Background: an optimization exercise with open tools, aiming at small area, a short achievable clock period and few clock cycles. Do not read the settings as production practice.
At most, simulation tests tie the RTL to the original design; equivalence was not proved.
Only the layout flow was run in runs 1 to 5; the RTL was not checked for function there.
Power is estimated from default activity; no workload was simulated.

`flow/flow/run.sh`:
```
#!/bin/bash
# Standard layout, with timing repair aimed at 7 ns of setup slack.
set -euo pipefail
bash standard.sh SETUP_SLACK_MARGIN=7 finish > flow_make.log 2>&1
```
`flow/standard.sh`:
```
#!/bin/bash
# synth_recipe.tcl (not shown) runs the flow's synth.tcl, then flattens the netlist and writes it again
# the make line also repeats each setting of config.mk as NAME=value (left out here)
make -C /OpenROAD-flow-scripts/flow DESIGN_CONFIG=/design/flow/config.mk WORK_HOME=/design/flow/orfs CLKGATE_MAP_FILE= SYNTH_SCRIPT=/design/flow/synth_recipe.tcl "${@:-finish}"
```
`flow/config.mk`:
```
export PLATFORM = sky130hd
export DESIGN_NAME = Mips_Processor
export DESIGN_NICKNAME = Mips_Processor
export VERILOG_FILES = /design/flow/design.v
export SDC_FILE = /design/flow/constraint.sdc
export NUM_CORES = 4
export LEC_CHECK = 0
export CAP_MARGIN = 20
export CORE_MARGIN = 2
export CORE_UTILIZATION = 40
export PLACE_DENSITY = 0.6
export SLEW_MARGIN = 20
```
`flow/constraint.sdc`:
```
create_clock -name core_clock -period 11.0 [get_ports {clk}]
set_input_delay 2.2000 -clock core_clock [delete_from_list [all_inputs] [get_ports {clk}]]
set_output_delay 2.2000 -clock core_clock [all_outputs]
set_load 0.01 [all_outputs]
```
`flow/design.v`:
```
module Mips_Processor (
    input             clk,
    input             rst,
    output     [15:0] mem_addr,
    output            mem_wr,
    output     [15:0] mem_wdata,
    input      [15:0] mem_rdata,
    output reg        wb_we,
    output reg [3:0]  wb_rd,
    output reg [15:0] wb_data
);
    localparam OP_ADD  = 4'd0,  OP_ADDM = 4'd1,  OP_SUB = 4'd2,  OP_ADDI = 4'd3;
    localparam OP_MUL  = 4'd4,  OP_AND  = 4'd5,  OP_SHL = 4'd6,  OP_LW   = 4'd7;
    localparam OP_LWI  = 4'd8,  OP_SW   = 4'd9,  OP_SWI = 4'd10, OP_CLR  = 4'd11;
    localparam OP_LI   = 4'd12, OP_CMP  = 4'd13, OP_BNE = 4'd14, OP_J    = 4'd15;
    function writes_reg(input [3:0] op);
        writes_reg = (op == OP_ADD) || (op == OP_ADDM) || (op == OP_SUB) || (op == OP_ADDI) ||
                     (op == OP_AND) || (op == OP_SHL) || (op == OP_LW) || (op == OP_LWI) ||
                     (op == OP_CLR) || (op == OP_LI);
    endfunction
    function uses_ba(input [3:0] op);
        uses_ba = (op == OP_ADDM) || (op == OP_LW) || (op == OP_LWI) || (op == OP_SW) || (op == OP_SWI);
    endfunction
    function is_load(input [3:0] op);
        is_load = (op == OP_ADDM) || (op == OP_LW) || (op == OP_LWI);
    endfunction
    function b_is_reg(input [3:0] op);
        b_is_reg = (op == OP_ADD) || (op == OP_SUB) || (op == OP_MUL) || (op == OP_AND) || (op == OP_CMP);
    endfunction
    function real_rd(input [3:0] r);
        real_rd = (r != 4'd0) && (r != 4'd9) && (r != 4'd12) && (r != 4'd13);
    endfunction
    function is_hilo(input [3:0] r);
        is_hilo = (r == 4'd12) || (r == 4'd13);
    endfunction
    reg  [15:0] pc;
    reg         d_valid;
    reg  [15:0] d_ir;
    reg         e_valid;
    reg  [3:0]  e_rd;
    reg  [15:0] e_v1, e_v2, e_imm;
    reg         e_fm1, e_fw1, e_fm2, e_fw2;
    reg         e_fwd;           
    reg         e_ldr;           
    reg         e_sub, e_breg, e_s_and, e_s_shl, e_s_imm, e_cmp, e_mul, e_bne;
    reg         e_mem, e_sw, e_two, e_ld, e_addm, e_wr;
    reg         m_valid, m_port, m_wr, m_phase, m_swi;
    reg         m_two, m_ld, m_addm, m_wrr;
    reg  [3:0]  m_rd;
    reg  [15:0] m_res, m_s;
    reg  [3:0]  sr;              
    reg  [15:0] hi, lo, mcand;
    reg  [2:0]  mcnt;
    reg  [15:0] rf [0:15];
    reg  [15:0] rv;              
    wire freeze = m_valid && m_two && !m_phase;    
    assign mem_addr  = m_port ? m_res : pc;
    assign mem_wr    = m_wr;
    assign mem_wdata = m_s;
    wire [15:0] m_result = m_ld ? mem_rdata : (m_addm ? m_s + mem_rdata : m_res);
    wire [15:0] f1 = e_fm1 ? m_res : (e_fw1 ? wb_data : e_v1);
    wire [15:0] f2 = e_fm2 ? m_res : (e_fw2 ? wb_data : e_v2);
    wire [15:0] e_b   = e_breg ? f2 : e_imm;
    wire [16:0] e_sum = {1'b0, f1} + {1'b0, e_sub ? ~e_b : e_b} + {16'd0, e_sub};
    wire        e_eq  = (f1 == f2);
    wire [15:0] e_shl = (e_imm[7:4] != 4'd0) ? 16'd0 : (f1 << e_imm[3:0]);
    wire [3:0]  e_sr  = {e_eq, e_sum[15], e_sum[16], (f1[15] != f2[15]) && (e_sum[15] != f1[15])};
    wire [15:0] e_res = e_s_and ? (f1 & f2) :
                        e_s_shl ? e_shl :
                        e_s_imm ? e_imm :
                        e_cmp   ? {e_sr, 12'd0} : e_sum[15:0];
    wire e_cmpv = e_valid && e_cmp;
    wire e_mulv = e_valid && e_mul;
    wire [3:0]  d_op  = d_ir[15:12];
    wire        d_ba  = uses_ba(d_op);
    wire [3:0]  d_r1  = d_ba ? 4'd10 : d_ir[11:8];
    wire [3:0]  d_r2  = d_ba ? d_ir[11:8] : d_ir[7:4];
    wire        d_rd1 = (d_op != OP_LI) && (d_op != OP_CLR) && (d_op != OP_BNE) && (d_op != OP_J);
    wire        d_rd2 = b_is_reg(d_op) || (d_op == OP_ADDM) || (d_op == OP_SW) || (d_op == OP_SWI);
    wire [15:0] d_sx  = {{8{d_ir[7]}}, d_ir[7:0]};
    wire [15:0] d_sx2 = {d_sx[14:0], 1'b0};
    reg  [15:0] d_imm;
    always @* begin
        case (d_op)
            OP_ADDM, OP_LW, OP_LI: d_imm = d_sx2;
            OP_CLR:                d_imm = 16'd0;
            default:               d_imm = d_sx;
        endcase
    end
    wire [3:0]  d_dest = (d_op == OP_CMP) ? 4'd9 : d_ir[11:8];
    wire        d_fwd  = (writes_reg(d_op) && !is_load(d_op) && real_rd(d_ir[11:8])) || (d_op == OP_CMP);
    function [15:0] rd_reg(input [3:0] r);
        if (r == 4'd0)
            rd_reg = 16'd0;
        else if (r == 4'd9)
            rd_reg = {sr, 12'd0};
        else if (r == 4'd12)
            rd_reg = hi;
        else if (r == 4'd13)
            rd_reg = lo;
        else if (wb_we && wb_rd == r)
            rd_reg = wb_data;
        else
            rd_reg = rv[r] ? rf[r] : 16'd0;
    endfunction
    wire [15:0] d_ra = rd_reg(d_ir[11:8]);
    wire [15:0] d_rb = rd_reg(d_ir[7:4]);
    wire [15:0] d_ba_v = rd_reg(4'd10);
    wire m_wreal  = m_valid && m_wrr && real_rd(m_rd);
    wire load_use = e_valid && e_ldr && ((d_rd1 && d_r1 == e_rd) || (d_rd2 && d_r2 == e_rd));
    wire mul_busy = e_mulv || (mcnt != 3'd0);
    wire hilo_use = mul_busy && ((d_rd1 && is_hilo(d_r1)) || (d_rd2 && is_hilo(d_r2)));
    wire stall_d  = load_use || hilo_use;
    wire d_adv    = d_valid && !freeze && !stall_d;
    wire d_bne    = d_valid && (d_op == OP_BNE);
    wire mis_e    = e_valid && e_bne && sr[3] && !freeze;
    wire mis_d    = d_bne && !e_cmpv && sr[3] && !freeze && !mis_e;
    wire [15:0] pcp2   = pc + 16'd2;
    wire [3:0]  f_op   = mem_rdata[15:12];
    wire [9:0]  f_lo   = {1'b0, pcp2[8:0]} + {1'b0, mem_rdata[7:0], 1'b0};
    wire [6:0]  f_hi0  = pcp2[15:9];
    wire [6:0]  f_hip  = pcp2[15:9] + 7'd1;
    wire [6:0]  f_him  = pcp2[15:9] - 7'd1;
    wire [6:0]  f_hi   = (f_lo[9] == mem_rdata[7]) ? f_hi0 : (f_lo[9] ? f_hip : f_him);
    wire [15:0] f_btgt = {f_hi, f_lo[8:0]};
    wire        take   = !m_port && (!d_valid || d_adv) && !mis_d && !mis_e;
    always @(posedge clk) begin
        if (wb_we && real_rd(wb_rd))
            rf[wb_rd] <= wb_data;
        if (rst) begin
            pc <= 16'd0;
            d_valid <= 1'b0;
            e_valid <= 1'b0;
            m_valid <= 1'b0;
            m_port <= 1'b0;
            m_wr <= 1'b0;
            m_phase <= 1'b0;
            wb_we <= 1'b0;
            sr <= 4'd0;
            hi <= 16'd0;
            lo <= 16'd0;
            mcnt <= 3'd0;
            rv <= 16'd0;
        end else begin
            if (wb_we && real_rd(wb_rd))
                rv[wb_rd] <= 1'b1;
            wb_we   <= m_valid && m_wrr && !freeze;
            wb_rd   <= m_rd;
            wb_data <= m_result;
            if (e_mulv && !freeze) begin
                hi    <= 16'd0;
                lo    <= f2;
                mcand <= f1;
                mcnt  <= 3'd4;
            end else if (mcnt != 3'd0) begin
                {hi, lo} <= {({4'd0, hi} + mcand * lo[3:0]), lo[15:4]};
                mcnt <= mcnt - 3'd1;
            end
            if (freeze) begin
                m_phase <= 1'b1;
                m_res   <= mem_rdata;
                m_wr    <= m_swi;
                e_v1    <= f1;
                e_v2    <= f2;
                e_fw1   <= 1'b0;
                e_fw2   <= 1'b0;
            end else begin
                m_valid <= e_valid;
                m_rd    <= e_rd;
                m_res   <= e_res;
                m_s     <= f2;
                m_port  <= e_valid && e_mem;
                m_wr    <= e_valid && e_sw;
                m_phase <= 1'b0;
                m_two   <= e_two;
                m_swi   <= e_two && !e_wr;
                m_ld    <= e_ld;
                m_addm  <= e_addm;
                m_wrr   <= e_wr;
                if (e_cmpv)
                    sr <= e_sr;
                e_valid <= d_adv && !mis_e && (!d_bne || e_cmpv);
                e_rd    <= d_dest;
                e_fwd   <= d_fwd;
                e_ldr   <= is_load(d_op) && real_rd(d_ir[11:8]);
                e_v1    <= d_bne ? pc - d_sx2 : (d_ba ? d_ba_v : d_ra);    
                e_v2    <= d_ba ? d_ra : d_rb;
                e_imm   <= d_imm;
                e_fm1   <= e_valid && e_fwd && (e_rd == d_r1);
                e_fm2   <= e_valid && e_fwd && (e_rd == d_r2);
                e_fw1   <= m_wreal && (m_rd == d_r1);
                e_fw2   <= m_wreal && (m_rd == d_r2);
                e_sub   <= (d_op == OP_SUB) || (d_op == OP_CMP);
                e_breg  <= b_is_reg(d_op);
                e_s_and <= (d_op == OP_AND);
                e_s_shl <= (d_op == OP_SHL);
                e_s_imm <= (d_op == OP_CLR) || (d_op == OP_LI);
                e_cmp   <= (d_op == OP_CMP);
                e_mul   <= (d_op == OP_MUL);
                e_bne   <= (d_op == OP_BNE);
                e_mem   <= d_ba;
                e_sw    <= (d_op == OP_SW);
                e_two   <= (d_op == OP_LWI) || (d_op == OP_SWI);
                e_ld    <= (d_op == OP_LW) || (d_op == OP_LWI);
                e_addm  <= (d_op == OP_ADDM);
                e_wr    <= writes_reg(d_op);
            end
            if (mis_e) begin
                pc <= e_v1;
                d_valid <= 1'b0;
            end else if (mis_d) begin
                pc <= pc - d_sx2;
                d_valid <= 1'b0;
            end else if (take) begin
                if (f_op == OP_J) begin
                    pc <= {pcp2[15:13], mem_rdata[11:0], 1'b0};
                    d_valid <= 1'b0;
                end else begin
                    pc <= (f_op == OP_BNE) ? f_btgt : pcp2;
                    d_valid <= 1'b1;
                    d_ir <= mem_rdata;
                end
            end else if (d_adv) begin
                d_valid <= 1'b0;
            end
        end
    end
endmodule
```
==> results.py, run 1 <==
metrics = {
    "synth": {
        "syn_inst": 2793,
        "synth_cell_types": 94,
        "ys_seq_area_frac": 0.440,
        "async_flop_share": 0,
        "synth_compound_area_frac": 0.128,
        "synth_seq_cells": 500,
        "yosys.area_share.simple": 0.109,
        "synth-edff-count": 414,
        "synth-xor-area-share": 0.0307,
        "synthAdderAreaFrac": 0.0726,
        "synthMuxAreaShare": 0.181,
        "ys.flop_type": "edfxtp_1",
        "netlist_area_um2": 32200,
        "synth-warning-count": 1,
        "syn_area_per_cell_um2": 11.5,
        "synth_top_family_by_area": "multiplexers",
    },
    "global_route": {
        "antenna_found_initial": 5,
        "grt_overflow": 0,
        "met3_usage": 0.0545,
        "track_usage": 0.282,
        "grt.met1_usage": 0.370,
        "grt_pass1_vias": 24900,
        "grt_pass1_wl_um": 171000,
        "grtUsageMet2": 0.442,
        "grt_max_degree": 62,
        "busiest_layer": "met2",
    },
    "floorplan": {
        "io_pins": 72,
        "die_h_um": 288,
        "fp.dieW_um": 288,
        "start_util": 0.406,
        "core-area_um2": 79300,
        "rows": 103,
        "die-area_um2": 82700,
    },
    "route": {
        "vias": 25600,
        "first_pass_iters": 8,
        "via_per_inst": 6.27,
        "ant_nets": 0,
        "routed_wl_um": 118000,
        "drc": 0,
        "wl_per_cell_um": 28.9,
        "drt_first_iter_violations": 3371,
    },
    "cells_and_area": {
        "final_cell_mix": "414 x edfxtp_1, 197 x nand2_1, 177 x nor2_1",
        "layout_commonest_cell": "edfxtp_1",
        "nNetsFinal": 3163,
        "area_delta_synth_final_pct": 18.7,
        "final_cell_area_um2": 38200,
        "post-route-util": 0.482,
        "drive_gt1_frac": 0.223,
    },
    "power": {
        "switching_share": 0.349,
        "power_frac_comb": 0.326,
        "p_leak_nw": 14.2,
        "p_clk_frac": 0.307,
        "vdd_drop_max_mv": 0.148,
        "netSwitchingPower_mw": 2.29,
        "cellPowerDensity_nw_per_um2": 172,
        "p_int_mw": 4.27,
        "seqPwrFrac": 0.367,
    },
    "critical_path": {
        "setup.worst_path.start": "mem_rdata[0]",
        "startpoint_type": "input pin",
        "cp-end-kind": "register",
        "crit_type": "input pin to register",
        "worstPathArrival_ps": 4980,
        "r2r_start": "pc[5]",
        "path_max_fanout": 4,
        "crit_required_ps": 11550,
    },
    "cts": {
        "h-tree-depth": 2,
        "ctsHoldBuffers": 0,
        "root_buffer": "clkbuf_16",
        "cts.sinks": 500,
        "clock_latency_ps": 670,
        "numCtsBuffers": 58,
        "cts_buffer_depth": 3,
        "tritoncts": "yes",
        "path_clk_slew_ps": 70,
    },
    "timing": {
        "tightestPinTransition_ps": 1110,
        "setup_viol": 0,
        "min_period_over_period": 0.402,
        "fin_setup_tns_ps": 0,
        "clock-skew-final_ps": 44.3,
        "rsz0062_at_grt": "true",
        "max_freq_ghz": 0.226,
        "slew_headroom": 0.251,
        "slew_violations": 0,
        "hold_viol": 0,
        "min_period_ps": 4420,
    },
    "placed_design": {
        "dp_hpwl_um": 79800,
        "io_buffers": 71,
        "place_congestion": 0.975,
        "dpl-instance-area_um2": 34400,
    },
    "status": {
        "status": "finished clean",
    },
    "job": {
        "max-cap-violations": 0,
    },
    "hold_path": {
        "hold_path_class": "register to register",
        "hp-start": "e_addm",
    },
}
==> Yosys cell counts, types with 63 or more instances <==
cell / n / area [µm²]
a21oi_1: 174 / 871
clkbuf_1: 121 / 454
dfxtp_1: 86 / 1720
edfxtp_1: 414 / 12400
ha_1: 109 / 1360
inv_1: 114 / 428
mux2i_1: 140 / 1400
mux4_2: 171 / 3850
nand2_1: 200 / 751
nor2_1: 182 / 683
o21ai_0: 173 / 866
xnor2_1: 63 / 552
==> final timing paths <==
kind | end | slack (ps) | cells after the start
worst max-delay path | pc[14] | 6580 | 17
worst min-delay path | m_addm | 420 | 0
worst max register to register | pc[14] | 6730 | 18
worst min register to register | m_addm | 420 | 0
==> layer usage <==
metal / wire length (µm) / vias to the layer above
met5: 57 / -
met4: 7550 / 8
met3: 10600 / 370
met2: 53800 / 1363
met1: 46200 / 12900
li1: - / 11000
==> critical path: stages <==
cell	delay [ps]
buf_12	80
ha_4	130
inv_2	30
fa_2	330
nand2b_4	160
a21oi_4	170
o21a_4	190
inv_4	60
ha_4	260
nand3b_1	110
o311ai_4	340
a31oi_1	140
nor2b_1	180
a21oi_2	50
xnor2_1	160
a31oi_1	100
a311oi_1	270
==> cells by family (layout without fill, tap and decap cells) <==
family                   after synthesis  after routing
XOR/XNOR                             111            111
buffers and inverters                307            488
multiplexers                         358            358
flip-flops                           500            500
adder cells (fa/ha/maj)              158            158
AO/OA/AOI/OAI                        649            649
other                                  1             66
AND/OR/NAND/NOR                      709            710
==> stage by stage <==
| step | hold slack, ps | total power, mW | setup WS (ps) | std cells |
|---|---|---|---|---|
| after CTS | 423 | 6.45 | 6690 | 4067 |
| final | 423 | 6.56 | 6580 | 4090 |
| after global placement | 409 | 4.30 | 5220 | 3865 |
| after global routing | 434 | 6.78 | 6350 | 4088 |
| after floorplan | 400 | 3.65 | 6270 | 2856 |
| after detailed placement | 407 | 4.31 | 5180 | 3865 |
==> what timing repair did <==
action | in CTS | in global routing
endpoints found under the setup margin | 116 | 92
gates cloned | 1 | 0
pin swaps | 46 | 45
setup buffers | 91 | 20
gates resized for setup | 222 | 100
==> power groups by stage <==
stage / combinational [mW] / sequential [mW] / clock (mW)
after floorplan: 1.30 / 2.35 / 0
after detailed placement: 1.82 / 2.49 / 0
after global placement: 1.81 / 2.49 / 0
final: 2.14 / 2.41 / 2.01
after global routing: 2.27 / 2.42 / 2.10
after CTS: 2.02 / 2.41 / 2.02
==> area by class of cell <==
type | count | area, µm²
clock inverter | 40 | 453
fill | 7101 | 41100
inverter | 118 | 453
sequential | 500 | 14200
multi-input combinational | 2050 | 17800
clock buffer | 70 | 1530
antenna | 2 | 5.00
timing repair buffer | 260 | 2450
tap | 1050 | 1310
==> state kept, by name, indices dropped and copies added (netlist names), 9 cells and up, named ones only <==
| name | cells |
|---|---|
| m_res | 16 |
| rf | 256 |
| e_v2 | 16 |
| e_imm | 9 |
| hi | 16 |
| m_s | 16 |
| mcand | 16 |
| d_ir | 16 |
| lo | 16 |
| rv | 16 |
| e_v1 | 16 |
| pc | 16 |
| wb_data | 16 |
==> run 2: changes to the inputs <==
==> flow/flow/run.sh (replaced) <==
#!/bin/bash
# Standard layout, with timing repair aimed at 7.5 ns of setup slack.
set -euo pipefail
bash standard.sh SETUP_SLACK_MARGIN=7.5 finish > flow_make.log 2>&1
==> run 2 against run 1 <==
Compared with the run above:
- global-route usage up 1.9 points
- final area up 6.1%
- cell count up 3.6%
- count of clock-buffer cells in the layout up 3
- combinational power up 16%
- area after synthesis unchanged
- via count up 4.0%
- clock power about the same
- routed wire length up 7.3%
- total power up 5.7%
- still clean on timing, DRC and antenna
==> results.py, run 2 <==
metrics = {
    "status": {
        "status": "finished clean",
    },
    "route": {
        "first_pass_iters": 6,
        "ant_nets": 0,
        "routed_wl_um": 127000,
        "vias": 26700,
        "drt_first_iter_violations": 3416,
        "drc": 0,
        "via_per_inst": 6.29,
        "wl_per_cell_um": 30.0,
    },
    "power": {
        "power.total_mw": 6.93,
        "p_leak_nw": 15.4,
        "cellPowerDensity_nw_per_um2": 171,
        "vdd_drop_max_mv": 0.144,
    },
    "critical_path": {
        "regToRegSetupSlack_ps": 6840,
        "worstPathCellList": "buf_12 -> buf_4 -> buf_8 -> ha_4 -> inv_2 -> fa_2 -> nor2b_2 -> o21ai_2 -> a21boi_2 -> o41a_1 -> a41o_1 -> o41ai_2 -> o21ai_1 -> xor2_1 -> a221o_1",
        "crit_slowest_cell": "o41a_1",
        "crit_buf_inv": 4,
        "cp-end-kind": "register",
        "path_max_fanout": 3,
        "crit_type": "input pin to register",
        "worstPathArrival_ps": 4870,
        "crit_family": "compound AO/OA/AOI/OAI gates",
        "startpoint_type": "input pin",
        "critPathMaxStageDelay_ps": 350,
        "crit_required_ps": 11410,
    },
    "floorplan": {
        "die-area_um2": 82700,
        "core-area_um2": 79300,
        "fp.dieW_um": 288,
        "io_pins": 72,
        "start_util": 0.406,
        "rows": 103,
        "die_h_um": 288,
    },
    "timing": {
        "fin_setup_tns_ps": 0,
        "clock-skew-final_ps": 66.6,
        "tightestPinTransition_ps": 1060,
        "min_period_over_period": 0.405,
        "hold_viol": 0,
        "max_freq_ghz": 0.224,
        "slew_violations": 0,
        "setup_viol": 0,
        "slew_headroom": 0.291,
        "min_period_ps": 4460,
        "rsz0062_at_grt": "true",
    },
    "cts": {
        "ctsHoldBuffers": 0,
        "path_clk_slew_ps": 60,
        "root_buffer": "clkbuf_16",
        "clock_latency_ps": 680,
        "tritoncts": "yes",
        "h-tree-depth": 2,
        "cts_buffer_depth": 3,
        "numCtsBuffers": 59,
        "cts.sinks": 500,
    },
    "synth": {
        "netlist_top_cells_count": "414 x edfxtp_1, 200 x nand2_1, 182 x nor2_1",
        "synth-warning-count": 1,
        "synth_area_leader_cell": "edfxtp_1",
        "yosysMostFrequentCell": "edfxtp_1",
        "synth_seq_cells": 500,
        "synth_top_area_frac": 0.387,
        "ys.flop_type": "edfxtp_1",
        "syn_area_per_cell_um2": 11.5,
        "synth.area.top_cells": "edfxtp_1 39%, mux4_2 12%, dfxtp_1 5.4%",
        "synth-edff-count": 414,
        "syn_inst": 2793,
        "async_flop_share": 0,
        "ys_seq_area_frac": 0.440,
        "netlist_area_um2": 32200,
        "synth_cell_types": 94,
    },
    "global_route": {
        "grt_overflow": 0,
        "grt_pass1_wl_um": 180000,
        "track_usage": 0.300,
        "grt_max_degree": 81,
        "grt_pass1_vias": 25600,
        "antenna_found_initial": 14,
    },
    "cells_and_area": {
        "multi_input_area_um2": 18400,
        "post-route-util": 0.511,
        "num-fill-cells": 6883,
        "layout_commonest_cell": "edfxtp_1",
        "nNetsFinal": 3312,
        "drive_gt1_frac": 0.304,
        "regMostFlops": "rf",
        "final_cell_mix": "414 x edfxtp_1, 245 x buf_4, 191 x nand2_1",
        "area_delta_synth_final_pct": 26.0,
        "largest_reg_flops": 256,
        "final-seq-area_um2": 14200,
    },
    "hold_path": {
        "hold_path_class": "register to register",
    },
    "job": {
        "max-cap-violations": 0,
    },
    "placed_design": {
        "place_congestion": 0.973,
        "io_buffers": 71,
        "dp_hpwl_um": 79300,
    },
}
-- run 2: cell counts after synthesis --
Identical to the previous run, type by type.
-- run 2: area by class of cell --
| class | instances | share of cell area |
|---|---|---|
| multi-input cells | 2051 | 0.453 |
| flip-flops and latches | 500 | 0.350 |
| repair buffers | 407 | 0.103 |
| clock buffers | 73 | 0.0390 |
| well taps | 1050 | 0.0324 |
| inverters | 118 | 0.0120 |
| clock inverters | 36 | 0.0107 |
| diodes | 2 | 0.000124 |
-- run 2: worst register-to-register path, cell delays in order, from the launching register on --
cell and delay [ps]:
dfxtp_1 560, nand3_1 200, or2_2 350, xnor2_2 290, ha_4 260, a21o_1 170, or3_4 330, o21a_4 260
buf_4 140, buf_6 100, fa_2 380, xnor2_2 130, nand3_1 100, xnor2_1 210, a21oi_1 100, a222oi_1 320
a21oi_1 120
-- run 2: metal layers --
metal | wire (µm) | share of wire | global-route usage
met1 | 48600 | 0.38 | 0.394
met2 | 55900 | 0.44 | 0.454
met3 | 13800 | 0.11 | 0.0753
met4 | 8600 | 0.068 | 0.172
met5 | 111 | 0.00087 | 0
-- run 2: repair_timing --
item                                    in CTS  in global routing
cloned                                      17                  2
endpoints found under the setup margin     204                168
setup buffers                              178                 58
pin swaps                                  114                 79
resized for setup                          579                115
-- run 2: cells by family after synthesis --
family	Yosys count	share of synthesized area
and+or+nand+nor	709	0.109
AOI/OAI and AO/OA	649	0.128
DFF	500	0.440
muxes	358	0.181
buffers and inverters	307	0.0382
adders and majority gates	158	0.0726
xor gates and xnor gates	111	0.0307
other	1	0.000117
-- run 2: final timing paths --
kind / start / to / depth (start not counted)
max: mem_rdata[0] / wb_data[14] / 15
min: e_addm / m_addm / 0
min reg2reg: e_addm / m_addm / 0
max reg2reg: pc[5] / pc[11] / 16
-- run 2: report_power, final --
| part | leakage [nW] | switching [mW] | total [mW] | internal [mW] |
|---|---|---|---|---|
| logic | 9.79 | 1.38 | 2.49 | 1.11 |
| clock network | 0.967 | 0.866 | 2.03 | 1.17 |
| registers | 4.63 | 0.182 | 2.41 | 2.23 |
-- run 2: through the flow --
step | instance area, µm² | hold slack (ps) | setup WS (ps) | instances
2_1_floorplan | 32700 | 400 | 6270 | 2856
3_3_place_gp | 34600 | 410 | 5190 | 3871
3_5_place_dp | 34600 | 408 | 5130 | 3871
4_1_cts | 39600 | 422 | 6700 | 4175
5_1_grt | 40500 | 426 | 6430 | 4235
6_report | 40500 | 428 | 6540 | 4237
==> run 3: changes to the inputs <==
--- a/flow/design.v
+++ b/flow/design.v
@@ -51,8 +51,8 @@
     reg  [3:0]  sr;              
     reg  [15:0] hi, lo, mcand;
     reg  [2:0]  mcnt;
-    reg  [15:0] rf [0:15];
-    reg  [15:0] rv;              
+    reg  [15:0] x1, x2, x3, x4, x5, x6, x7, x8, x10, x11, x14, x15;
+    reg         rst_q;           
     wire freeze = m_valid && m_two && !m_phase;    
     assign mem_addr  = m_port ? m_res : pc;
     assign mem_wr    = m_wr;
@@ -89,23 +89,30 @@
     end
     wire [3:0]  d_dest = (d_op == OP_CMP) ? 4'd9 : d_ir[11:8];
     wire        d_fwd  = (writes_reg(d_op) && !is_load(d_op) && real_rd(d_ir[11:8])) || (d_op == OP_CMP);
-    function [15:0] rd_reg(input [3:0] r);
-        if (r == 4'd0)
-            rd_reg = 16'd0;
-        else if (r == 4'd9)
-            rd_reg = {sr, 12'd0};
-        else if (r == 4'd12)
-            rd_reg = hi;
-        else if (r == 4'd13)
-            rd_reg = lo;
-        else if (wb_we && wb_rd == r)
-            rd_reg = wb_data;
-        else
-            rd_reg = rv[r] ? rf[r] : 16'd0;
-    endfunction
-    wire [15:0] d_ra = rd_reg(d_ir[11:8]);
-    wire [15:0] d_rb = rd_reg(d_ir[7:4]);
-    wire [15:0] d_ba_v = rd_reg(4'd10);
+    function [15:0] rf_rd(input [3:0] r);
+        case (r)
+            4'd1:    rf_rd = x1;
+            4'd2:    rf_rd = x2;
+            4'd3:    rf_rd = x3;
+            4'd4:    rf_rd = x4;
+            4'd5:    rf_rd = x5;
+            4'd6:    rf_rd = x6;
+            4'd7:    rf_rd = x7;
+            4'd8:    rf_rd = x8;
+            4'd9:    rf_rd = {sr, 12'd0};
+            4'd10:   rf_rd = x10;
+            4'd11:   rf_rd = x11;
+            4'd12:   rf_rd = hi;
+            4'd13:   rf_rd = lo;
+            4'd14:   rf_rd = x14;
+            4'd15:   rf_rd = x15;
+            default: rf_rd = 16'd0;
+        endcase
+    endfunction
+    wire        wb_real = wb_we && real_rd(wb_rd);
+    wire [15:0] d_ra    = (wb_real && wb_rd == d_ir[11:8]) ? wb_data : rf_rd(d_ir[11:8]);
+    wire [15:0] d_rb    = (wb_real && wb_rd == d_ir[7:4]) ? wb_data : rf_rd(d_ir[7:4]);
+    wire [15:0] d_ba_v  = (wb_we && wb_rd == 4'd10) ? wb_data : x10;
     wire m_wreal  = m_valid && m_wrr && real_rd(m_rd);
     wire load_use = e_valid && e_ldr && ((d_rd1 && d_r1 == e_rd) || (d_rd2 && d_r2 == e_rd));
     wire mul_busy = e_mulv || (mcnt != 3'd0);
@@ -121,12 +128,26 @@
     wire [6:0]  f_hi0  = pcp2[15:9];
     wire [6:0]  f_hip  = pcp2[15:9] + 7'd1;
     wire [6:0]  f_him  = pcp2[15:9] - 7'd1;
-    wire [6:0]  f_hi   = (f_lo[9] == mem_rdata[7]) ? f_hi0 : (f_lo[9] ? f_hip : f_him);
+    wire        f_s0   = (f_lo[9] == mem_rdata[7]);
+    wire        f_sp   = f_lo[9] && !mem_rdata[7];
+    wire        f_sm   = !f_lo[9] && mem_rdata[7];
+    wire [6:0]  f_hi   = ({7{f_s0}} & f_hi0) | ({7{f_sp}} & f_hip) | ({7{f_sm}} & f_him);
     wire [15:0] f_btgt = {f_hi, f_lo[8:0]};
     wire        take   = !m_port && (!d_valid || d_adv) && !mis_d && !mis_e;
     always @(posedge clk) begin
-        if (wb_we && real_rd(wb_rd))
-            rf[wb_rd] <= wb_data;
+        rst_q <= rst;
+        if (rst_q || (wb_we && wb_rd == 4'd1))  x1  <= rst_q ? 16'd0 : wb_data;
+        if (rst_q || (wb_we && wb_rd == 4'd2))  x2  <= rst_q ? 16'd0 : wb_data;
+        if (rst_q || (wb_we && wb_rd == 4'd3))  x3  <= rst_q ? 16'd0 : wb_data;
+        if (rst_q || (wb_we && wb_rd == 4'd4))  x4  <= rst_q ? 16'd0 : wb_data;
+        if (rst_q || (wb_we && wb_rd == 4'd5))  x5  <= rst_q ? 16'd0 : wb_data;
+        if (rst_q || (wb_we && wb_rd == 4'd6))  x6  <= rst_q ? 16'd0 : wb_data;
+        if (rst_q || (wb_we && wb_rd == 4'd7))  x7  <= rst_q ? 16'd0 : wb_data;
+        if (rst_q || (wb_we && wb_rd == 4'd8))  x8  <= rst_q ? 16'd0 : wb_data;
+        if (rst_q || (wb_we && wb_rd == 4'd10)) x10 <= rst_q ? 16'd0 : wb_data;
+        if (rst_q || (wb_we && wb_rd == 4'd11)) x11 <= rst_q ? 16'd0 : wb_data;
+        if (rst_q || (wb_we && wb_rd == 4'd14)) x14 <= rst_q ? 16'd0 : wb_data;
+        if (rst_q || (wb_we && wb_rd == 4'd15)) x15 <= rst_q ? 16'd0 : wb_data;
         if (rst) begin
             pc <= 16'd0;
             d_valid <= 1'b0;
@@ -140,10 +161,7 @@
             hi <= 16'd0;
             lo <= 16'd0;
             mcnt <= 3'd0;
-            rv <= 16'd0;
         end else begin
-            if (wb_we && real_rd(wb_rd))
-                rv[wb_rd] <= 1'b1;
             wb_we   <= m_valid && m_wrr && !freeze;
             wb_rd   <= m_rd;
             wb_data <= m_result;
==> flow/flow/run.sh (replaced) <==
#!/bin/bash
# Standard layout, with timing repair aimed at 7 ns of setup slack.
set -euo pipefail
bash standard.sh SETUP_SLACK_MARGIN=7 finish > flow_make.log 2>&1
==> run 3 against run 2 <==
Compared with the run above:
- sequential share of layout area up 0.48 points
- via count is 3.5% lower
- count of clock-buffer cells in the layout decreased by 17
- utilization shrank 2.5 points
- register-to-register slack gained 80 ps
- combinational power decreased by 22%
- clock power shrank 14%
- synthesized cell count is 0.54% lower
- non-clock buffer count decreased by 130
- critical path type unchanged
- largest cell class unchanged
- largest power group is now sequential cells
- highest routed layer unchanged
==> results.py, run 3 <==
metrics = {
    "status": {
        "status": "finished clean",
    },
    "route": {
        "first_pass_iters": 9,
        "drt_first_iter_violations": 4092,
        "wl_per_cell_um": 31.4,
        "drc": 0,
        "vias": 25700,
        "routed_wl_um": 121000,
        "via_per_inst": 6.68,
        "ant_nets": 0,
    },
    "floorplan": {
        "io_pins": 72,
        "core-area_um2": 68300,
        "die_h_um": 266,
        "die-area_um2": 71000,
        "fp.dieW_um": 266,
        "rows": 96,
        "start_util": 0.403,
    },
    "synth": {
        "netlist_area_um2": 27500,
        "synth_seq_cells": 413,
        "synth.area.top_cells": "edfxtp_1 38%, ha_1 4.8%, dfxtp_1 4.6%",
        "netlist_top_cells_count": "350 x edfxtp_1, 265 x nand2_1, 172 x nor2_1",
        "synth_cell_types": 92,
        "synth_top_area_frac": 0.382,
        "yosysMostFrequentCell": "edfxtp_1",
        "synth-edff-count": 350,
        "synth-warning-count": 1,
        "ys.flop_type": "edfxtp_1",
        "syn_area_per_cell_um2": 9.92,
        "syn_inst": 2778,
        "ys_seq_area_frac": 0.427,
        "synth_area_leader_cell": "edfxtp_1",
        "async_flop_share": 0,
    },
    "placed_design": {
        "io_buffers": 71,
        "place_congestion": 0.981,
        "dp_slack_ps": 4790,
        "dp_hpwl_um": 82600,
    },
    "timing": {
        "hold_viol": 0,
        "max_freq_ghz": 0.207,
        "finalWorstSetupSlack_ps": 6170,
        "setup_viol": 0,
        "slew_headroom": 0.181,
        "min_period_ps": 4830,
        "clock-skew-final_ps": 27.5,
        "slew_violations": 0,
        "whs_ps": 417,
        "tightestPinTransition_ps": 1220,
        "fin_setup_tns_ps": 0,
        "min_period_over_period": 0.439,
        "rsz0062_at_grt": "true",
    },
    "cts": {
        "numCtsBuffers": 48,
        "h-tree-depth": 2,
        "path_clk_slew_ps": 60,
        "root_buffer": "clkbuf_16",
        "clock_latency_ps": 630,
        "cts_buffer_depth": 3,
        "tritoncts": "yes",
        "ctsHoldBuffers": 0,
        "cts.sinks": 413,
    },
    "power": {
        "cellPowerDensity_nw_per_um2": 175,
        "p_leak_nw": 12.7,
        "power.total_mw": 5.81,
        "vdd_drop_max_mv": 0.113,
    },
    "global_route": {
        "busiest_layer": "met2",
        "track_usage": 0.331,
        "grt_overflow": 0,
        "grt_max_degree": 70,
        "antenna_found_initial": 4,
        "met3_usage": 0.0936,
        "grt.met1_usage": 0.442,
        "grtUsageMet2": 0.481,
        "grt_pass1_vias": 24200,
        "grt_pass1_wl_um": 171000,
    },
    "cells_and_area": {
        "area_delta_synth_final_pct": 20.6,
        "layout_commonest_cell": "edfxtp_1",
        "num-fill-cells": 6182,
        "drive_gt1_frac": 0.180,
        "nNetsFinal": 3098,
        "final_cell_mix": "350 x edfxtp_1, 264 x nand2_1, 166 x buf_4",
    },
    "critical_path": {
        "crit_type": "input pin to register",
        "worstPathArrival_ps": 5330,
        "path_max_fanout": 3,
        "crit_top_cell": "a21o_1",
        "worstPathCellList": "buf_12 -> ha_4 -> fa_2 -> a21o_1 -> a21oi_2 -> o21ai_2 -> a21o_1 -> a21o_1 -> a21o_1 -> ha_4 -> or3_4 -> or3_1 -> a221o_1 -> o211ai_1 -> a211oi_1 -> a21oi_1 -> a21oi_1",
        "crit_family": "compound AO/OA/AOI/OAI gates",
        "cp-end-kind": "register",
        "r2r_start": "mcand[4]",
        "regToRegSetupSlack_ps": 6920,
        "setup.worst_path.start": "mem_rdata[0]",
        "startpoint_type": "input pin",
        "critPathMaxStageDelay_ps": 380,
        "crit_buf_inv": 1,
        "crit_slowest_cell": "or3_4",
        "crit_required_ps": 11490,
    },
    "job": {
        "max-cap-violations": 0,
    },
    "hold_path": {
        "hp-start": "e_ld",
        "hold_path_class": "register to register",
    },
}
[run 3: worst register-to-register path: cells and delay by family (launching register included)]
family | cells | cell delay, ps
buffers and inverters | 2 | 100
flip-flops | 1 | 440
XOR/XNOR | 1 | 150
AO/OA/AOI/OAI | 6 | 960
AND/OR/NAND/NOR | 3 | 730
adder cells (fa/ha/maj) | 4 | 1610
[run 3: repair_timing]
action	in CTS	in global routing
pin swaps	41	52
buffers inserted	90	23
setup endpoints to repair	100	68
gates resized for setup	163	109
[run 3: path summary, 6_finish.rpt]
check,end,cells past startpoint
worst min-delay path,m_ld,0
worst max-delay path,pc[12],17
worst max register to register,hi[15],16
worst min register to register,m_ld,0
[run 3: metal layers]
| layer | vias to the layer above | part of all wire |
|---|---|---|
| met2 | 1947 | 0.42 |
| met4 | 8 | 0.068 |
| met5 | - | 0.00045 |
| met3 | 466 | 0.13 |
| met1 | 12500 | 0.38 |
| li1 | 10800 | - |
[run 3: cell families (layout without fill, tap and decap cells)]
logic type               after synthesis  in the layout  synth area share
flip-flops                           413            413             0.427
XOR/XNOR                             110            110            0.0355
adder cells (fa/ha/maj)              152            152            0.0819
AO/OA/AOI/OAI                        840            840             0.212
multiplexers                         145            145            0.0547
other                                  0              3                 0
AND/OR/NAND/NOR                      806            806             0.144
buffers and inverters                312            501            0.0443
[run 3: stage by stage]
stage | cells | area (µm²) | utilization
after detailed placement | 3646 | 29700 | 0.435
after floorplan | 2778 | 27800 | -
final | 3852 | 33200 | 0.486
after global placement | 3643 | 29700 | 0.435
after global routing | 3849 | 33200 | 0.486
after CTS | 3825 | 32600 | 0.478
[run 3: power by group]
part | switching (mW) | leakage (nW) | internal, mW | total (mW)
sequential | 0.207 | 4.03 | 1.90 | 2.11
combinational | 1.19 | 7.86 | 0.761 | 1.95
clock | 0.707 | 0.834 | 1.04 | 1.75
total | 2.10 | 12.7 | 3.70 | 5.81
[run 3: cell type report]
class | instances | area [µm²] | area share
diodes | 3 | 7.51 | 0.000226
well taps | 882 | 1100 | 0.0332
clock inverters | 33 | 467 | 0.0140
flip-flops and latches | 413 | 11800 | 0.355
multi-input cells | 2053 | 15700 | 0.472
clock buffers | 56 | 1260 | 0.0380
inverters | 135 | 510 | 0.0154
repair buffers | 277 | 2410 | 0.0726
==> run 4: changes to the inputs <==
==> flow/flow/run.sh (replaced) <==
#!/bin/bash
# Standard layout, with timing repair aimed at 7.2 ns of setup slack.
set -euo pipefail
bash standard.sh SETUP_SLACK_MARGIN=7.2 finish > flow_make.log 2>&1
==> run 4 against run 3 <==
Compared with the run above:
- sequential share of layout area shrank 0.17 points
- clock power is 6% lower
- hold slack better by 14 ps
- synthesized cell count unchanged
- count of clock-buffer cells in the layout increased by 8
- worst setup slack got worse by 18 ps
- global-route usage grew 0.68 points
- non-clock buffer count grew 31
- largest power group unchanged
- highest routed layer unchanged
==> results.py, run 4 <==
metrics = {
    "status": {
        "status": "finished clean",
    },
    "power": {
        "vdd_drop_max_mv": 0.124,
        "power.total_mw": 5.71,
        "cellPowerDensity_nw_per_um2": 171,
        "p_leak_nw": 13.0,
    },
    "route": {
        "vias": 25800,
        "via_per_inst": 6.64,
        "ant_nets": 0,
        "first_pass_iters": 9,
        "drt_first_iter_violations": 3814,
        "drc": 0,
        "wl_per_cell_um": 31.7,
        "routed_wl_um": 123000,
    },
    "floorplan": {
        "io_pins": 72,
        "rows": 96,
        "core-area_um2": 68300,
        "fp.dieW_um": 266,
        "start_util": 0.403,
        "die-area_um2": 71000,
        "die_h_um": 266,
    },
    "synth": {
        "netlist_top_cells_count": "350 x edfxtp_1, 265 x nand2_1, 172 x nor2_1",
        "synth-warning-count": 1,
        "synth.area.top_cells": "edfxtp_1 38%, ha_1 4.8%, dfxtp_1 4.6%",
        "synth_top_area_frac": 0.382,
        "syn_area_per_cell_um2": 9.92,
        "async_flop_share": 0,
        "synth_area_leader_cell": "edfxtp_1",
        "netlist_area_um2": 27500,
        "ys_seq_area_frac": 0.427,
        "synth_seq_cells": 413,
        "synth-edff-count": 350,
        "synth_cell_types": 92,
        "yosysMostFrequentCell": "edfxtp_1",
        "syn_inst": 2778,
        "ys.flop_type": "edfxtp_1",
    },
    "critical_path": {
        "startpoint_type": "input pin",
        "cp-end-kind": "register",
        "worstPathArrival_ps": 5370,
        "setup.worst_path.start": "mem_rdata[0]",
        "crit_required_ps": 11520,
        "path_max_fanout": 3,
        "r2r_start": "mcand[9]",
        "crit_type": "input pin to register",
    },
    "timing": {
        "tightestPinTransition_ps": 1290,
        "hold_viol": 0,
        "min_period_ps": 4850,
        "clock-skew-final_ps": 51.4,
        "slew_headroom": 0.137,
        "setup_viol": 0,
        "max_freq_ghz": 0.206,
        "slew_violations": 0,
        "rsz0062_at_grt": "true",
        "min_period_over_period": 0.441,
        "fin_setup_tns_ps": 0,
    },
    "cts": {
        "tritoncts": "yes",
        "h-tree-depth": 2,
        "numCtsBuffers": 47,
        "ctsHoldBuffers": 0,
        "cts_buffer_depth": 3,
        "root_buffer": "clkbuf_16",
        "path_clk_slew_ps": 70,
        "clock_latency_ps": 640,
        "cts.sinks": 413,
    },
    "global_route": {
        "grt_pass1_vias": 24800,
        "track_usage": 0.338,
        "grt_overflow": 0,
        "grt_max_degree": 74,
        "antenna_found_initial": 6,
        "grt_pass1_wl_um": 174000,
    },
    "cells_and_area": {
        "final-seq-area_um2": 11800,
        "num-fill-cells": 6124,
        "final_cell_mix": "350 x edfxtp_1, 259 x nand2_1, 197 x buf_4",
        "drive_gt1_frac": 0.194,
        "multi_input_area_um2": 15700,
        "nNetsFinal": 3128,
        "area_delta_synth_final_pct": 21.2,
        "layout_commonest_cell": "edfxtp_1",
    },
    "hold_path": {
        "hold_path_class": "register to register",
        "hp-start": "e_ld",
    },
    "job": {
        "max-cap-violations": 0,
    },
    "placed_design": {
        "io_buffers": 71,
        "place_congestion": 0.998,
        "dp_hpwl_um": 82900,
    },
}
run 4: cell counts after synthesis:
No cell type changed its count.
run 4: path summary, 6_finish.rpt:
kind / endpoint / slack [ps] / cells after the start
max: pc[12] / 6150 / 17
max reg2reg: hi[15] / 6870 / 16
min reg2reg: m_ld / 430 / 0
min: m_ld / 430 / 0
run 4: layout make-up:
cell class / count / share of cell area
clock inverter: 24 / 0.00772
timing repair buffer: 308 / 0.0816
clock buffer: 64 / 0.0395
multi-input combinational: 2053 / 0.469
tap: 882 / 0.0330
antenna: 3 / 0.000225
inverter: 135 / 0.0153
sequential: 413 / 0.353
run 4: what timing repair did:
action / in CTS / in global routing
setup buffers: 104 / 36
resized for setup: 252 / 123
hold endpoints to repair: 0 / 0
setup endpoints to repair: 135 / 85
gates cloned: 0 / 0
pin swaps: 36 / 62
run 4: cells by family (layout without fill, tap and decap cells):
kind of cell               count (synthesis)  count (layout)  synth area share
AOI/OAI and AO/OA                        840             840             0.212
and+or+nand+nor                          806             806             0.144
DFF                                      413             413             0.427
buffers and inverters                    312             531            0.0443
adders and majority gates                152             152            0.0819
muxes                                    145             145            0.0547
xor gates and xnor gates                 110             110            0.0355
other                                      0               3                 0
run 4: critical path, stage by stage:
cell and delay, ps:
buf_12 100, ha_4 150, fa_2 340, a21o_1 180, a21oi_2 170, o21ai_2 80, a21o_1 160, a21o_1 160
a21o_1 200, ha_4 220, or3_4 390, or3_1 320, a221o_1 270, o211ai_1 140, a211oi_2 70, a21oi_1 140
a21oi_1 70
run 4: metrics by stage:
stage	setup WS, ps	area, µm²	hold slack (ps)	utilization	cells
after floorplan	5710	27900	400	-	2778
after global placement	4790	29800	421	0.436	3648
after detailed placement	4790	29800	422	0.437	3649
after CTS	6200	32600	436	0.478	3841
after global routing	6070	33400	452	0.489	3881
final	6150	33400	431	0.489	3882
run 4: where the power goes:
group / leakage (nW) / internal (mW) / switching, mW
clock network: 0.767 / 0.904 / 0.735
registers: 4.03 / 1.90 / 0.194
logic: 8.22 / 0.761 / 1.21
total: 13.0 / 3.57 / 2.14
run 4: metal layers:
metal  wire [µm]  global-route usage
met5          18                   0
met4        8460               0.195
met3       16700               0.110
met2       51200               0.495
met1       46600               0.438
==> run 5: changes to the inputs <==
--- a/flow/design.v
+++ b/flow/design.v
@@ -36,6 +36,7 @@
     reg  [15:0] pc;
     reg         d_valid;
     reg  [15:0] d_ir;
+    reg         d_ba, d_rd1, d_rd2, d_isbne, d_hl;
     reg         e_valid;
     reg  [3:0]  e_rd;
     reg  [15:0] e_v1, e_v2, e_imm;
@@ -44,20 +45,22 @@
     reg         e_ldr;           
     reg         e_sub, e_breg, e_s_and, e_s_shl, e_s_imm, e_cmp, e_mul, e_bne;
     reg         e_mem, e_sw, e_two, e_ld, e_addm, e_wr;
-    reg         m_valid, m_port, m_wr, m_phase, m_swi;
+    reg         m_valid, m_port, m_wr, m_ph1, m_swi;
     reg         m_two, m_ld, m_addm, m_wrr;
     reg  [3:0]  m_rd;
     reg  [15:0] m_res, m_s;
     reg  [3:0]  sr;              
     reg  [15:0] hi, lo, mcand;
+    reg  [17:0] mcand3;          
     reg  [2:0]  mcnt;
     reg  [15:0] x1, x2, x3, x4, x5, x6, x7, x8, x10, x11, x14, x15;
     reg         rst_q;           
-    wire freeze = m_valid && m_two && !m_phase;    
+    wire freeze = m_ph1;        
     assign mem_addr  = m_port ? m_res : pc;
     assign mem_wr    = m_wr;
     assign mem_wdata = m_s;
-    wire [15:0] m_result = m_ld ? mem_rdata : (m_addm ? m_s + mem_rdata : m_res);
+    wire [15:0] m_sum    = m_s + mem_rdata;
+    wire [15:0] m_result = m_ld ? mem_rdata : (m_addm ? m_sum : m_res);
     wire [15:0] f1 = e_fm1 ? m_res : (e_fw1 ? wb_data : e_v1);
     wire [15:0] f2 = e_fm2 ? m_res : (e_fw2 ? wb_data : e_v2);
     wire [15:0] e_b   = e_breg ? f2 : e_imm;
@@ -70,13 +73,11 @@
                         e_s_imm ? e_imm :
                         e_cmp   ? {e_sr, 12'd0} : e_sum[15:0];
     wire e_cmpv = e_valid && e_cmp;
+    wire [17:0] mcand3_n = {2'b00, f1} + {1'b0, f1, 1'b0};
     wire e_mulv = e_valid && e_mul;
     wire [3:0]  d_op  = d_ir[15:12];
-    wire        d_ba  = uses_ba(d_op);
     wire [3:0]  d_r1  = d_ba ? 4'd10 : d_ir[11:8];
     wire [3:0]  d_r2  = d_ba ? d_ir[11:8] : d_ir[7:4];
-    wire        d_rd1 = (d_op != OP_LI) && (d_op != OP_CLR) && (d_op != OP_BNE) && (d_op != OP_J);
-    wire        d_rd2 = b_is_reg(d_op) || (d_op == OP_ADDM) || (d_op == OP_SW) || (d_op == OP_SWI);
     wire [15:0] d_sx  = {{8{d_ir[7]}}, d_ir[7:0]};
     wire [15:0] d_sx2 = {d_sx[14:0], 1'b0};
     reg  [15:0] d_imm;
@@ -116,24 +117,27 @@
     wire m_wreal  = m_valid && m_wrr && real_rd(m_rd);
     wire load_use = e_valid && e_ldr && ((d_rd1 && d_r1 == e_rd) || (d_rd2 && d_r2 == e_rd));
     wire mul_busy = e_mulv || (mcnt != 3'd0);
-    wire hilo_use = mul_busy && ((d_rd1 && is_hilo(d_r1)) || (d_rd2 && is_hilo(d_r2)));
+    wire hilo_use = mul_busy && d_hl;
     wire stall_d  = load_use || hilo_use;
     wire d_adv    = d_valid && !freeze && !stall_d;
-    wire d_bne    = d_valid && (d_op == OP_BNE);
+    wire d_bne    = d_valid && d_isbne;
     wire mis_e    = e_valid && e_bne && sr[3] && !freeze;
     wire mis_d    = d_bne && !e_cmpv && sr[3] && !freeze && !mis_e;
     wire [15:0] pcp2   = pc + 16'd2;
     wire [3:0]  f_op   = mem_rdata[15:12];
-    wire [9:0]  f_lo   = {1'b0, pcp2[8:0]} + {1'b0, mem_rdata[7:0], 1'b0};
-    wire [6:0]  f_hi0  = pcp2[15:9];
-    wire [6:0]  f_hip  = pcp2[15:9] + 7'd1;
-    wire [6:0]  f_him  = pcp2[15:9] - 7'd1;
-    wire        f_s0   = (f_lo[9] == mem_rdata[7]);
-    wire        f_sp   = f_lo[9] && !mem_rdata[7];
-    wire        f_sm   = !f_lo[9] && mem_rdata[7];
-    wire [6:0]  f_hi   = ({7{f_s0}} & f_hi0) | ({7{f_sp}} & f_hip) | ({7{f_sm}} & f_him);
-    wire [15:0] f_btgt = {f_hi, f_lo[8:0]};
+    wire [15:0] f_btgt = pcp2 + {{7{mem_rdata[7]}}, mem_rdata[7:0], 1'b0};
     wire        take   = !m_port && (!d_valid || d_adv) && !mis_d && !mis_e;
+    wire        f_ba   = uses_ba(f_op);
+    wire        f_rd1  = (f_op != OP_LI) && (f_op != OP_CLR) && (f_op != OP_BNE) && (f_op != OP_J);
+    wire        f_rd2  = b_is_reg(f_op) || (f_op == OP_ADDM) || (f_op == OP_SW) || (f_op == OP_SWI);
+    wire        f_hl   = (f_rd1 && !f_ba && is_hilo(mem_rdata[11:8])) ||
+                         (f_rd2 && is_hilo(f_ba ? mem_rdata[11:8] : mem_rdata[7:4]));
+    function [17:0] mpick(input [1:0] dgt);
+        mpick = ({18{dgt == 2'd1}} & {2'b00, mcand}) |
+                ({18{dgt == 2'd2}} & {1'b0, mcand, 1'b0}) |
+                ({18{dgt == 2'd3}} & mcand3);
+    endfunction
+    wire [19:0] mul_p = {4'd0, hi} + {2'd0, mpick(lo[1:0])} + {mpick(lo[3:2]), 2'd0};
     always @(posedge clk) begin
         rst_q <= rst;
         if (rst_q || (wb_we && wb_rd == 4'd1))  x1  <= rst_q ? 16'd0 : wb_data;
@@ -155,7 +159,7 @@
             m_valid <= 1'b0;
             m_port <= 1'b0;
             m_wr <= 1'b0;
-            m_phase <= 1'b0;
+            m_ph1 <= 1'b0;
             wb_we <= 1'b0;
             sr <= 4'd0;
             hi <= 16'd0;
@@ -169,13 +173,14 @@
                 hi    <= 16'd0;
                 lo    <= f2;
                 mcand <= f1;
+                mcand3 <= mcand3_n[17:0];
                 mcnt  <= 3'd4;
             end else if (mcnt != 3'd0) begin
-                {hi, lo} <= {({4'd0, hi} + mcand * lo[3:0]), lo[15:4]};
+                {hi, lo} <= {mul_p, lo[15:4]};
                 mcnt <= mcnt - 3'd1;
             end
             if (freeze) begin
-                m_phase <= 1'b1;
+                m_ph1   <= 1'b0;
                 m_res   <= mem_rdata;
                 m_wr    <= m_swi;
                 e_v1    <= f1;
@@ -189,7 +194,7 @@
                 m_s     <= f2;
                 m_port  <= e_valid && e_mem;
                 m_wr    <= e_valid && e_sw;
-                m_phase <= 1'b0;
+                m_ph1   <= e_valid && e_two;
                 m_two   <= e_two;
                 m_swi   <= e_two && !e_wr;
                 m_ld    <= e_ld;
@@ -237,6 +242,11 @@
                     pc <= (f_op == OP_BNE) ? f_btgt : pcp2;
                     d_valid <= 1'b1;
                     d_ir <= mem_rdata;
+                    d_ba <= f_ba;
+                    d_rd1 <= f_rd1;
+                    d_rd2 <= f_rd2;
+                    d_isbne <= (f_op == OP_BNE);
+                    d_hl <= f_hl;
                 end
             end else if (d_adv) begin
                 d_valid <= 1'b0;
==> flow/flow/run.sh (replaced) <==
#!/bin/bash
# Standard layout with extra make settings: a tighter timing-repair target,
# and the settings listed on the make line below.
set -euo pipefail
bash standard.sh 'SETUP_SLACK_MARGIN=7' 'SYNTH_WRAPPED_OPERATORS=1' 'BUFFER_PORTS_ARGS=-buffer_cell sky130_fd_sc_hd__buf_4' finish > flow_make.log 2>&1
==> run 5 against run 4 <==
Compared with the run above:
- the flow now stops in netlist read-in after synthesis (1_synth)
==> results.py, run 5 <==
metrics = {
    "status": {
        "status": "did not finish",
        "lastStage": "netlist read-in after synthesis (1_synth)",
        "tool.error": "Error: synth_odb.tcl, 4 SYNTH_WRAPPED_OPERATORS or SWAP_ARITH_OPERATORS require OPENROAD_HIERARCHICAL to be set.",
    },
    "synth": {
        "synth-warning-count": 21,
    },
}
==> run 6: changes to the inputs <==
--- a/flow/design.v
+++ b/flow/design.v
@@ -33,6 +33,23 @@
     function is_hilo(input [3:0] r);
         is_hilo = (r == 4'd12) || (r == 4'd13);
     endfunction
+    function [20:0] ks20(input [19:0] a, input [19:0] b, input cin);
+        reg [19:0] g, p, gg, pp;
+        integer i, d;
+        begin
+            g = a & b;
+            p = a ^ b;
+            gg = g;
+            pp = p;
+            gg[0] = g[0] | (p[0] & cin);
+            for (d = 1; d < 20; d = d * 2)
+                for (i = 19; i >= d; i = i - 1) begin
+                    gg[i] = gg[i] | (pp[i] & gg[i - d]);
+                    pp[i] = pp[i] & pp[i - d];
+                end
+            ks20 = {gg[19], p ^ {gg[18:0], cin}};
+        end
+    endfunction
     reg  [15:0] pc;
     reg         d_valid;
     reg  [15:0] d_ir;
@@ -45,7 +62,7 @@
     reg         e_ldr;           
     reg         e_sub, e_breg, e_s_and, e_s_shl, e_s_imm, e_cmp, e_mul, e_bne;
     reg         e_mem, e_sw, e_two, e_ld, e_addm, e_wr;
-    reg         m_valid, m_port, m_wr, m_ph1, m_swi;
+    reg         m_valid, m_port, m_wr, m_phase, m_swi;
     reg         m_two, m_ld, m_addm, m_wrr;
     reg  [3:0]  m_rd;
     reg  [15:0] m_res, m_s;
@@ -55,16 +72,17 @@
     reg  [2:0]  mcnt;
     reg  [15:0] x1, x2, x3, x4, x5, x6, x7, x8, x10, x11, x14, x15;
     reg         rst_q;           
-    wire freeze = m_ph1;        
+    wire freeze = m_valid && m_two && !m_phase;    
     assign mem_addr  = m_port ? m_res : pc;
     assign mem_wr    = m_wr;
     assign mem_wdata = m_s;
-    wire [15:0] m_sum    = m_s + mem_rdata;
-    wire [15:0] m_result = m_ld ? mem_rdata : (m_addm ? m_sum : m_res);
+    wire [20:0] m_sum    = ks20({4'd0, m_s}, {4'd0, mem_rdata}, 1'b0);
+    wire [15:0] m_result = m_ld ? mem_rdata : (m_addm ? m_sum[15:0] : m_res);
     wire [15:0] f1 = e_fm1 ? m_res : (e_fw1 ? wb_data : e_v1);
     wire [15:0] f2 = e_fm2 ? m_res : (e_fw2 ? wb_data : e_v2);
     wire [15:0] e_b   = e_breg ? f2 : e_imm;
-    wire [16:0] e_sum = {1'b0, f1} + {1'b0, e_sub ? ~e_b : e_b} + {16'd0, e_sub};
+    wire [20:0] e_ks  = ks20({4'd0, f1}, {4'd0, e_sub ? ~e_b : e_b}, e_sub);
+    wire [16:0] e_sum = {e_ks[16], e_ks[15:0]};
     wire        e_eq  = (f1 == f2);
     wire [15:0] e_shl = (e_imm[7:4] != 4'd0) ? 16'd0 : (f1 << e_imm[3:0]);
     wire [3:0]  e_sr  = {e_eq, e_sum[15], e_sum[16], (f1[15] != f2[15]) && (e_sum[15] != f1[15])};
@@ -73,7 +91,7 @@
                         e_s_imm ? e_imm :
                         e_cmp   ? {e_sr, 12'd0} : e_sum[15:0];
     wire e_cmpv = e_valid && e_cmp;
-    wire [17:0] mcand3_n = {2'b00, f1} + {1'b0, f1, 1'b0};
+    wire [20:0] mcand3_n = ks20({4'd0, f1}, {3'd0, f1, 1'b0}, 1'b0);
     wire e_mulv = e_valid && e_mul;
     wire [3:0]  d_op  = d_ir[15:12];
     wire [3:0]  d_r1  = d_ba ? 4'd10 : d_ir[11:8];
@@ -125,7 +143,16 @@
     wire mis_d    = d_bne && !e_cmpv && sr[3] && !freeze && !mis_e;
     wire [15:0] pcp2   = pc + 16'd2;
     wire [3:0]  f_op   = mem_rdata[15:12];
-    wire [15:0] f_btgt = pcp2 + {{7{mem_rdata[7]}}, mem_rdata[7:0], 1'b0};
+    wire [20:0] f_ks   = ks20({12'd0, pcp2[8:1]}, {12'd0, mem_rdata[7:0]}, 1'b0);
+    wire [9:0]  f_lo   = {f_ks[8:0], pcp2[0]};
+    wire [6:0]  f_hi0  = pcp2[15:9];
+    wire [6:0]  f_hip  = pcp2[15:9] + 7'd1;
+    wire [6:0]  f_him  = pcp2[15:9] - 7'd1;
+    wire        f_s0   = (f_lo[9] == mem_rdata[7]);
+    wire        f_sp   = f_lo[9] && !mem_rdata[7];
+    wire        f_sm   = !f_lo[9] && mem_rdata[7];
+    wire [6:0]  f_hi   = ({7{f_s0}} & f_hi0) | ({7{f_sp}} & f_hip) | ({7{f_sm}} & f_him);
+    wire [15:0] f_btgt = {f_hi, f_lo[8:0]};
     wire        take   = !m_port && (!d_valid || d_adv) && !mis_d && !mis_e;
     wire        f_ba   = uses_ba(f_op);
     wire        f_rd1  = (f_op != OP_LI) && (f_op != OP_CLR) && (f_op != OP_BNE) && (f_op != OP_J);
@@ -137,7 +164,13 @@
                 ({18{dgt == 2'd2}} & {1'b0, mcand, 1'b0}) |
                 ({18{dgt == 2'd3}} & mcand3);
     endfunction
-    wire [19:0] mul_p = {4'd0, hi} + {2'd0, mpick(lo[1:0])} + {mpick(lo[3:2]), 2'd0};
+    wire [19:0] mul_x = {4'd0, hi};
+    wire [19:0] mul_y = {2'd0, mpick(lo[1:0])};
+    wire [19:0] mul_z = {mpick(lo[3:2]), 2'd0};
+    wire [19:0] mul_s = mul_x ^ mul_y ^ mul_z;
+    wire [19:0] mul_c = (mul_x & mul_y) | (mul_x & mul_z) | (mul_y & mul_z);
+    wire [20:0] mul_k = ks20(mul_s, {mul_c[18:0], 1'b0}, 1'b0);
+    wire [19:0] mul_p = mul_k[19:0];
     always @(posedge clk) begin
         rst_q <= rst;
         if (rst_q || (wb_we && wb_rd == 4'd1))  x1  <= rst_q ? 16'd0 : wb_data;
@@ -159,7 +192,7 @@
             m_valid <= 1'b0;
             m_port <= 1'b0;
             m_wr <= 1'b0;
-            m_ph1 <= 1'b0;
+            m_phase <= 1'b0;
             wb_we <= 1'b0;
             sr <= 4'd0;
             hi <= 16'd0;
@@ -180,7 +213,7 @@
                 mcnt <= mcnt - 3'd1;
             end
             if (freeze) begin
-                m_ph1   <= 1'b0;
+                m_phase <= 1'b1;
                 m_res   <= mem_rdata;
                 m_wr    <= m_swi;
                 e_v1    <= f1;
@@ -194,7 +227,7 @@
                 m_s     <= f2;
                 m_port  <= e_valid && e_mem;
                 m_wr    <= e_valid && e_sw;
-                m_ph1   <= e_valid && e_two;
+                m_phase <= 1'b0;
                 m_two   <= e_two;
                 m_swi   <= e_two && !e_wr;
                 m_ld    <= e_ld;
==> flow/flow/run.sh (replaced) <==
#!/bin/bash
# Standard layout with extra make settings: a tighter timing-repair target,
# and the settings listed on the make line below.
set -euo pipefail
bash standard.sh 'SETUP_SLACK_MARGIN=7' 'BUFFER_PORTS_ARGS=-buffer_cell sky130_fd_sc_hd__buf_4' finish > flow_make.log 2>&1
==> run 6 against run 5 <==
Compared with the run above:
- now clean on timing, DRC and antenna
==> results.py, run 6 <==
metrics = {
    "power": {
        "vdd_drop_max_mv": 0.110,
        "p_int_mw": 3.79,
        "p_clk_frac": 0.280,
        "netSwitchingPower_mw": 2.26,
        "cellPowerDensity_nw_per_um2": 185,
        "seqPwrFrac": 0.377,
        "power_frac_comb": 0.342,
        "switching_share": 0.373,
        "p_leak_nw": 12.3,
    },
    "global_route": {
        "grt_pass1_vias": 24300,
        "antenna_found_initial": 6,
        "grt_pass1_wl_um": 168000,
        "track_usage": 0.313,
        "grt_overflow": 0,
        "grt_max_degree": 60,
    },
    "critical_path": {
        "crit_type": "input pin to register",
        "crit_top_cell": "a21o_1",
        "crit_family": "compound AO/OA/AOI/OAI gates",
        "regToRegSetupSlack_ps": 7040,
        "crit_buf_inv": 4,
        "path_max_fanout": 3,
        "worstPathArrival_ps": 4980,
        "crit_required_ps": 11480,
        "startpoint_type": "input pin",
        "crit_slowest_cell": "or3_4",
        "worstPathCellList": "buf_12 -> ha_4 -> inv_2 -> fa_2 -> inv_2 -> a21oi_2 -> o21ai_2 -> a21o_1 -> a21o_1 -> a21o_1 -> nand2_2 -> nand2b_4 -> ha_4 -> or3_4 -> buf_4 -> a211oi_2 -> nor3_1 -> a2111oi_1 -> nor3_1",
        "cp-end-kind": "register",
        "critPathMaxStageDelay_ps": 370,
    },
    "cells_and_area": {
        "regMostFlops": "mcand3",
        "drive_gt1_frac": 0.170,
        "post-route-util": 0.468,
        "final_cell_area_um2": 32700,
        "area_delta_synth_final_pct": 15.9,
        "final-seq-area_um2": 12400,
        "final_cell_mix": "372 x edfxtp_1, 259 x nand2_1, 197 x buf_4",
        "layout_commonest_cell": "edfxtp_1",
        "multi_input_area_um2": 15400,
        "largest_reg_flops": 18,
        "nNetsFinal": 3062,
        "num-fill-cells": 6461,
    },
    "cts": {
        "numCtsBuffers": 50,
        "cts_buffer_depth": 3,
        "root_buffer": "clkbuf_16",
        "clock_latency_ps": 630,
        "tritoncts": "yes",
        "cts.sinks": 435,
        "h-tree-depth": 2,
        "path_clk_slew_ps": 60,
    },
    "hold_path": {
        "hold_path_class": "register to register",
    },
    "floorplan": {
        "core-area_um2": 69900,
        "die-area_um2": 72700,
        "rows": 97,
        "start_util": 0.404,
        "io_pins": 72,
        "fp.dieW_um": 270,
        "die_h_um": 270,
    },
    "synth": {
        "syn_area_per_cell_um2": 10.0,
        "synth_top_area_frac": 0.396,
        "synth_cell_types": 99,
        "netlist_area_um2": 28200,
        "yosysMostFrequentCell": "edfxtp_1",
        "ys.flop_type": "edfxtp_1",
        "ys_seq_area_frac": 0.440,
        "async_flop_share": 0,
        "synth_area_leader_cell": "edfxtp_1",
        "netlist_top_cells_count": "372 x edfxtp_1, 262 x nand2_1, 198 x nor2_1",
        "synth-warning-count": 1,
        "syn_inst": 2822,
        "synth-edff-count": 372,
        "synth.area.top_cells": "edfxtp_1 40%, ha_1 5.1%, dfxtp_1 4.5%",
        "synth_seq_cells": 435,
    },
    "timing": {
        "slew_headroom": 0.181,
        "setup_viol": 0,
        "tightestPinTransition_ps": 1230,
        "clock-skew-final_ps": 38.7,
        "slew_violations": 0,
        "whs_ps": 425,
        "finalWorstSetupSlack_ps": 6500,
        "max_freq_ghz": 0.222,
        "min_period_over_period": 0.409,
        "fin_setup_tns_ps": 0,
        "hold_viol": 0,
        "rsz0062_at_grt": "true",
        "min_period_ps": 4500,
    },
    "route": {
        "wl_per_cell_um": 30.4,
        "drc": 0,
        "first_pass_iters": 6,
        "ant_nets": 0,
        "via_per_inst": 6.59,
        "routed_wl_um": 118000,
        "vias": 25600,
        "drt_first_iter_violations": 3702,
    },
    "placed_design": {
        "dpl-instance-area_um2": 30100,
        "dp_hpwl_um": 82700,
        "place_congestion": 0.998,
        "dp_slack_ps": 5460,
        "io_buffers": 71,
    },
    "job": {
        "max-cap-violations": 0,
    },
    "status": {
        "status": "finished clean",
    },
}
[run 6: repair_timing]
item,in CTS,in global routing
resized for setup,61,55
buffers inserted,25,32
pin swaps,28,28
hold buffers,0,0
setup endpoints to repair,52,46
[run 6: logic make-up after synthesis]
| family | share of synthesized area |
|---|---|
| mux | 0.0687 |
| buf+inv | 0.0411 |
| xor+xnor | 0.0374 |
| compound gates | 0.212 |
| simple gates | 0.134 |
| fa+ha+maj | 0.0659 |
| flops | 0.440 |
[run 6: power by group through the flow]
stage                     registers [mW]  logic (mW)  clock network [mW]
after floorplan                     2.15        1.30                   0
after global placement              2.30        1.85                   0
after detailed placement            2.31        1.88                   0
after CTS                           2.27        1.95                1.71
after global routing                2.29        2.21                1.77
final                               2.28        2.07                1.69
[run 6: routing by layer]
layer	vias to the layer above	track usage	share of wire
met5	-	0	0
met4	0	0.151	0.054
met3	385	0.0864	0.13
met2	1779	0.463	0.43
met1	12500	0.423	0.39
li1	11000	-	-
[run 6: stage by stage]
stage	total power, mW	std cells
floorplan	3.46	2822
global placement	4.16	3737
detailed placement	4.19	3739
CTS	5.94	3856
global route	6.27	3888
finish	6.05	3889
[run 6: path summary, 6_finish.rpt]
path,start,endpoint,cells after the start
setup / recovery,mem_rdata[0],pc[9],19
hold / removal,e_addm,m_addm,0
setup reg to reg,d_ir[7],e_v2[11],8
hold reg to reg,e_addm,m_addm,0
[run 6: cell type report]
type / count / area share
sequential: 435 / 0.380
clock inverter: 25 / 0.00883
antenna: 1 / 0.0000765
clock buffer: 67 / 0.0417
timing repair buffer: 209 / 0.0507
inverter: 108 / 0.0126
tap: 940 / 0.0359
multi-input combinational: 2104 / 0.470
[run 6: worst register-to-register path, cell delays in order, from the launching register on]
cell	delay, ps
edfxtp_1	990
nand2b_1	460
nor3_4	1030
a22oi_1	230
nand2_1	120
a221oi_1	50
a31oi_1	550
a211oi_1	120
o31ai_1	240
Testbench counts of run 6, summed over its fixed seeds: cycles 23,254.

[afterwards: timing with drivers on the ports]
In the flow no input, the clock included, has a driving cell. The finished layouts below were timed again as built, in two steps.
Step 1, drivers: a clkbuf_16 drives clk and a buf_2 each remaining input, both assumed.
Step 2, shift: input delay + t, output delay - t, t = (earliest + latest rising clock arrival at the registers) / 2. This alone moves slack from input paths to output paths.
a / b / c = no drivers / after step 1 / after step 2; a / b = the first two.
| run | shift t [ns] | setup WS [ns] | worst register clock-pin slew, ns |
|---|---|---|---|
| run 1 | 0.712 | 6.576 / 6.578 / 5.867 | 0.07 / 0.07 |
| run 2 | 0.717 | 6.540 / 6.556 / 5.839 | 0.07 / 0.07 |
| run 3 | 0.680 | 6.166 / 6.186 / 5.505 | 0.07 / 0.07 |
| run 4 | 0.679 | 6.148 / 6.170 / 5.491 | 0.07 / 0.07 |
| run 6 | 0.676 | 6.499 / 6.514 / 5.838 | 0.06 / 0.06 |
After both steps every run listed still meets setup and hold. The setup slack of run 1, which loses most, moves by +0.002 ns with the drivers and by -0.709 ns with both steps.
